This is an optimization exercise on Yosys and OpenROAD, whose aim is small area, not a production implementation. The RTL was checked by simulation tests, not by an equivalence proof against the original design.

==> flow/design.v <==
module fa (
	input  logic a,
	input  logic b,
	input  logic c,
	output logic s,
	output logic co
);
	assign s  = a ^ b ^ c;
	assign co = (a & b) | (a & c) | (b & c);
endmodule
module ha (
	input  logic a,
	input  logic b,
	output logic s,
	output logic co
);
	assign s  = a ^ b;
	assign co = a & b;
endmodule
module top_servo(
	input logic clk,
	input logic rst_n,
	input logic [11:0] target_pos,
	input logic [11:0] measured_pos,
	input logic [11:0] measured_current,
	output logic pwm_out,
	output logic [17:0] duty,
	output logic current_high
);
	wire [11:0] gtob_out = target_pos;
	wire [11:0] position_b_out = measured_pos;
	wire [11:0] current_b_out = measured_current;
	logic [16:0] duty_n;
	localparam [11:0] CURRENT_MAX = 12'd2500;
	localparam [19:0] LFSR_1M = 20'h875ea;
	localparam logic [31:0] ACC0 = 32'hfff9a502;    
	logic [12:0] x1, x2, x3, x4;
	logic [31:0] acc;
	logic [12:0] xin;
	logic [12:0] cx;
	assign xin[0] = gtob_out[0] ^ position_b_out[0];
	assign cx[1]  = gtob_out[0] | ~position_b_out[0];
	for (genvar i = 1; i < 12; i++) begin : g_xin
		fa u (.a(gtob_out[i]), .b(~position_b_out[i]), .c(cx[i]), .s(xin[i]), .co(cx[i+1]));
	end
	assign xin[12] = ~cx[12];
	wire [12:0] x2u = {~x2[12], x2[11:0]};
	wire [12:0] x3u = {~x3[12], x3[11:0]};
	wire [12:0] x4n = {x4[12], ~x4[11:0]};
	logic [13:0] p;
	logic [13:0] cp;
	ha u_p0 (.a(x3u[0]), .b(x4n[0]), .s(p[0]), .co(cp[1]));
	for (genvar i = 1; i < 13; i++) begin : g_p
		fa u (.a(x3u[i]), .b(x4n[i]), .c(cp[i]), .s(p[i]), .co(cp[i+1]));
	end
	assign p[13] = cp[13];
	logic [15:0] r;
	logic [15:0] cr;
	assign r[1:0] = x2u[1:0];
	ha u_r2 (.a(x2u[2]), .b(x2u[0]), .s(r[2]), .co(cr[3]));
	for (genvar i = 3; i < 13; i++) begin : g_r
		fa u (.a(x2u[i]), .b(x2u[i-2]), .c(cr[i]), .s(r[i]), .co(cr[i+1]));
	end
	ha u_r13 (.a(x2u[11]), .b(cr[13]), .s(r[13]), .co(cr[14]));
	ha u_r14 (.a(x2u[12]), .b(cr[14]), .s(r[14]), .co(cr[15]));
	assign r[15] = cr[15];
	logic [16:0] yu;
	logic [16:0] cy;
	assign yu[0] = p[0];
	ha u_y1 (.a(p[1]), .b(r[0]), .s(yu[1]), .co(cy[2]));
	for (genvar i = 2; i < 14; i++) begin : g_y
		fa u (.a(p[i]), .b(r[i-1]), .c(cy[i]), .s(yu[i]), .co(cy[i+1]));
	end
	ha u_y14 (.a(r[13]), .b(cy[14]), .s(yu[14]), .co(cy[15]));
	ha u_y15 (.a(r[14]), .b(cy[15]), .s(yu[15]), .co(cy[16]));
	assign yu[16] = r[15] ^ cy[16];
	logic [18:0] q;
	logic [18:0] cq;
	assign q[1:0] = yu[1:0];
	ha u_q2 (.a(yu[2]), .b(yu[0]), .s(q[2]), .co(cq[3]));
	for (genvar i = 3; i < 17; i++) begin : g_q
		fa u (.a(yu[i]), .b(yu[i-2]), .c(cq[i]), .s(q[i]), .co(cq[i+1]));
	end
	ha u_q17 (.a(yu[15]), .b(cq[17]), .s(q[17]), .co(cq[18]));
	assign q[18] = yu[16] ^ cq[18];
	logic [19:0] ctl;
	logic [20:0] cc;
	assign ctl[0] = acc[0];
	ha u_c1 (.a(acc[1]), .b(q[0]), .s(ctl[1]), .co(cc[2]));
	for (genvar i = 2; i < 20; i++) begin : g_c
		fa u (.a(acc[i]), .b(q[i-1]), .c(cc[i]), .s(ctl[i]), .co(cc[i+1]));
	end
	wire hi_ones = &acc[30:20];
	wire hi_zero = cc[20] ? (hi_ones & acc[31]) : ~|acc[31:20];
	wire neg     = acc[31] ^ (cc[20] & hi_ones);
	wire mid     = hi_zero & ~|ctl[19:17];      
	wire hi = ~neg & (~mid | (ctl[16:0] > 17'd100000));
	wire lo = neg | (mid & (ctl[16:0] < 17'd50000));
	logic [31:0] acc_sum;
	logic [31:0] ca;
	ha u_a0 (.a(acc[0]), .b(x2[0]), .s(acc_sum[0]), .co(ca[1]));
	for (genvar i = 1; i < 31; i++) begin : g_a
		fa u (.a(acc[i]), .b(x2[i < 13 ? i : 12]), .c(ca[i]), .s(acc_sum[i]), .co(ca[i+1]));
	end
	assign acc_sum[31] = acc[31] ^ x2[12] ^ ca[31];
	wire first = duty_n[16] & duty_n[15];
	always_ff @(posedge clk or negedge rst_n) begin
		if (!rst_n) begin
			x1 <= '0;
			x2 <= '0;
			x3 <= '0;
			x4 <= '0;
			acc <= ACC0;
			duty_n <= '1;
		end else begin
			x1 <= xin;
			x2 <= x1;
			x3 <= x2;
			x4 <= x3;
			acc <= acc_sum;
			if (first || lo)
				duty_n <= ~17'd50000;
			else if (hi)
				duty_n <= ~17'd100000;
			else
				duty_n <= ~ctl[16:0];
		end
	end
	localparam logic [19:0] ODD = 20'haaaaa;
	logic [19:0] st;
	wire  [19:0] lfsr = st ^ ODD;
	wire over = current_b_out > CURRENT_MAX;
	wire fb = ~(lfsr[19] ^ lfsr[16]);
	wire [19:0] lfsr_next = over ? {lfsr[18:0], fb} : 20'd0;
	always_ff @(posedge clk or negedge rst_n) begin
		if (!rst_n) begin
			st <= ODD;
			current_high <= 1'b0;
		end else begin
			st <= lfsr_next ^ ODD;
			current_high <= over & (current_high | (lfsr == LFSR_1M));
		end
	end
	logic [19:0] counter;
	logic [19:0] inc;
	logic [20:0] c;
	logic [17:0] b;
	assign inc[0] = ~counter[0];
	assign c[1] = counter[0];
	for (genvar i = 1; i < 20; i++) begin : g_inc
		ha u (.a(counter[i]), .b(c[i]), .s(inc[i]), .co(c[i+1]));
	end
	wire wrap = &{counter[19:16], counter[14], counter[9], c[6]};
	localparam logic [19:0] WRAP_INC = 20'd1000000;
	always_ff @(posedge clk or negedge rst_n) begin
		if (!rst_n)
			counter <= '0;
		else
			counter <= inc & ~({20{wrap}} & WRAP_INC);
	end
	wire [16:0] dutyp = ~duty_n;
	assign b[0] = 1'b0;
	for (genvar i = 0; i < 17; i++) begin : g_cmp
		assign b[i+1] = (~counter[i] & dutyp[i]) | (~counter[i] & b[i]) | (dutyp[i] & b[i]);
	end
	assign pwm_out = ~current_high & ~|counter[19:17] & b[17];
	assign duty = {1'b0, ~(duty_n | {17{current_high}})};
endmodule
==> flow/config.mk <==
export PLATFORM = sky130hd
export DESIGN_NAME = top_servo
export DESIGN_NICKNAME = top_servo
export VERILOG_FILES = /design/flow/design.v
export SDC_FILE = /design/flow/constraint.sdc
export NUM_CORES = 4
export LEC_CHECK = 0
export CAP_MARGIN = 20
export CORE_MARGIN = 2
export CORE_UTILIZATION = 60
export SLEW_MARGIN = 20
export SYNTH_HIERARCHICAL = 1
==> flow/constraint.sdc <==
create_clock -name core_clock -period 20.0 [get_ports {clk}]
set_input_delay 4.0000 -clock core_clock [delete_from_list [all_inputs] [get_ports {clk}]]
set_output_delay 4.0000 -clock core_clock [all_outputs]
set_load 0.01 [all_outputs]
standard.sh (not shown) runs the stock make flow with config.mk's settings and CLKGATE_MAP_FILE= SYNTH_SCRIPT=/design/flow/synth_recipe.tcl, a recipe that flattens the netlist after the stock synthesis.
==> flow/flow/run.sh <==
#!/bin/bash
# Layout flow: the standard ORFS flow (standard.sh) with these changes:
#  - after the standard synthesis, the combinational glue logic (everything
#    but the flip-flops, full-adder cells and tie cells) is re-mapped by Yosys/ABC
#    with an area-oriented script (flow/remap.ys, flow/remap.abc); registers
#    keep their names and cell types. The ABC script is run with random seeds
#    1..8 and the netlist with the smallest cell area is kept (first seed on
#    a tie), so the result is deterministic.
#  - port buffers are buf_1 cells instead of the default pick
#  - clock tree synthesis uses clkbuf_4 leaves under a clkbuf_8 root, in
#    clusters of at most 10 sinks, and inserts no dummy balancing loads
# Logs in the work folder: synth.log (standard synthesis), remap_<seed>.log
# (the re-mappings), standard.log (the rest of the flow); each ORFS step also
# keeps its own log under orfs/logs/.
set -euo pipefail
export BUFFER_PORTS_ARGS="-buffer_cell sky130_fd_sc_hd__buf_1"
export CTS_ARGS="-sink_clustering_enable -repair_clock_nets -dont_use_dummy_load -buf_list sky130_fd_sc_hd__clkbuf_4 -root_buf sky130_fd_sc_hd__clkbuf_8 -sink_clustering_size 10"

R=orfs/results/${FLOW_PLATFORM}/top_servo/base
LIB=${FLOW_HOME}/platforms/${FLOW_PLATFORM}/lib/sky130_fd_sc_hd__tt_025C_1v80.lib
YOSYS=$(command -v yosys || true)
[[ -n "$YOSYS" ]] || YOSYS=${FLOW_HOME}/../tools/install/yosys/bin/yosys

bash standard.sh synth > synth.log 2>&1

cp "$R/1_2_yosys.v" "$R/1_2_yosys_standard.v"
mkdir -p remap
best=""
best_area=""
for seed in 1 2 3 4 5 6 7 8; do
  sed -e "s|SEED|$seed|" flow/remap.abc > remap/remap_$seed.abc
  sed -e "s|LIBFILE|$LIB|g" -e "s|INFILE|$R/1_2_yosys_standard.v|" \
      -e "s|OUTFILE|remap/netlist_$seed.v|" -e "s|ABCSCRIPT|$PWD/remap/remap_$seed.abc|" \
      -e "s|remap_check.txt|remap/check_$seed.txt|" -e "s|remap_stat.txt|remap/stat_$seed.txt|" \
      flow/remap.ys > remap/remap_$seed.ys
  if "$YOSYS" -s remap/remap_$seed.ys > remap_$seed.log 2>&1; then
    area=$(awk '/Chip area for module/ {print $NF}' remap/stat_$seed.txt | tail -1)
    if [[ -n "$area" ]] && { [[ -z "$best" ]] || awk -v a="$area" -v b="$best_area" 'BEGIN{exit !(a < b)}'; }; then
      best=$seed
      best_area=$area
    fi
  fi
done
echo "remap: seed $best, area $best_area" > remap_choice.txt
if [[ -n "$best" ]]; then
  cp "remap/netlist_$best.v" "$R/1_2_yosys.v"
  rm -f "$R/1_synth.odb" "$R/1_synth.sdc"
fi

bash standard.sh > standard.log 2>&1
Other scripts of this flow, unchanged in this note and not shown: flow/flow/remap.abc, flow/flow/remap.ys
Change:
--- a/flow/design.v
+++ b/flow/design.v
@@ -32,7 +32,7 @@
 	wire [11:0] current_b_out = measured_current;
 	logic [16:0] duty_n;
 	localparam [11:0] CURRENT_MAX = 12'd2500;
-	localparam [19:0] LFSR_1M = 20'h875ea;
+	localparam [19:0] LFSR_X = 20'hc1546;
 	localparam logic [31:0] ACC0 = 32'hfff9a502;    
 	logic [12:0] x1, x2, x3, x4;
 	logic [31:0] acc;
@@ -126,21 +126,20 @@
 				duty_n <= ~ctl[16:0];
 		end
 	end
-	localparam logic [19:0] ODD = 20'haaaaa;
+	localparam logic [19:0] POL = 20'h55555;    
 	logic [19:0] st;
-	wire  [19:0] lfsr = st ^ ODD;
+	wire  [19:0] lfsr = st ^ POL;
 	wire over = current_b_out > CURRENT_MAX;
-	wire fb = ~(lfsr[19] ^ lfsr[16]);
-	wire [19:0] lfsr_next = over ? {lfsr[18:0], fb} : 20'd0;
+	wire low_ones = &lfsr[18:0];
+	wire fb = ~(lfsr[19] ^ lfsr[16]) | low_ones;
+	wire [19:0] lfsr_next = over ? {lfsr[18:0], fb} : LFSR_X;
 	always_ff @(posedge clk or negedge rst_n) begin
-		if (!rst_n) begin
-			st <= ODD;
-			current_high <= 1'b0;
-		end else begin
-			st <= lfsr_next ^ ODD;
-			current_high <= over & (current_high | (lfsr == LFSR_1M));
-		end
+		if (!rst_n)
+			st <= LFSR_X ^ POL;
+		else
+			st <= lfsr_next ^ POL;
 	end
+	assign current_high = low_ones & lfsr[19];
 	logic [19:0] counter;
 	logic [19:0] inc;
 	logic [20:0] c;
The changed run finished clean.
Setup slack gains 19 ps.
Routed wire length fell by about 3.7%.
Design area is lower by about 0.55%.
Clock skew is lower by 9.6 ps.
Synthesized area goes down by about 0.65%.
Sequential share of layout area fell by 0.14 points.
Count of clock-buffer cells in the layout stays the same.
Utilization hardly moves.
Non-clock buffer count is unchanged.
Final cell count shrinks by about 1.2%.

-- separate check: timing with driven ports --
The flow's constraints put no driver on any port. The routed layouts listed below were extracted and timed again, unchanged, in two steps. Step 1, drivers: a clkbuf_16 drives clk and a buf_2 each remaining input, both assumed. Step 2, shift: input delay + t, output delay - t, t = (earliest + latest rising clock arrival at the registers) / 2. This alone moves slack from input paths to output paths. Three values: ideal ports, drivers, drivers and shift; two values: the first two.
| run | shift t [ns] | setup WS [ns] | cell pins on the clock port's net |
|---|---|---|---|
| the first run | 0.441 | 7.314 / 7.314 / 7.314 | 1 |
| the second run | 0.424 | 7.333 / 7.333 / 7.333 | 1 |
After both steps setup and hold are still met in every run listed.
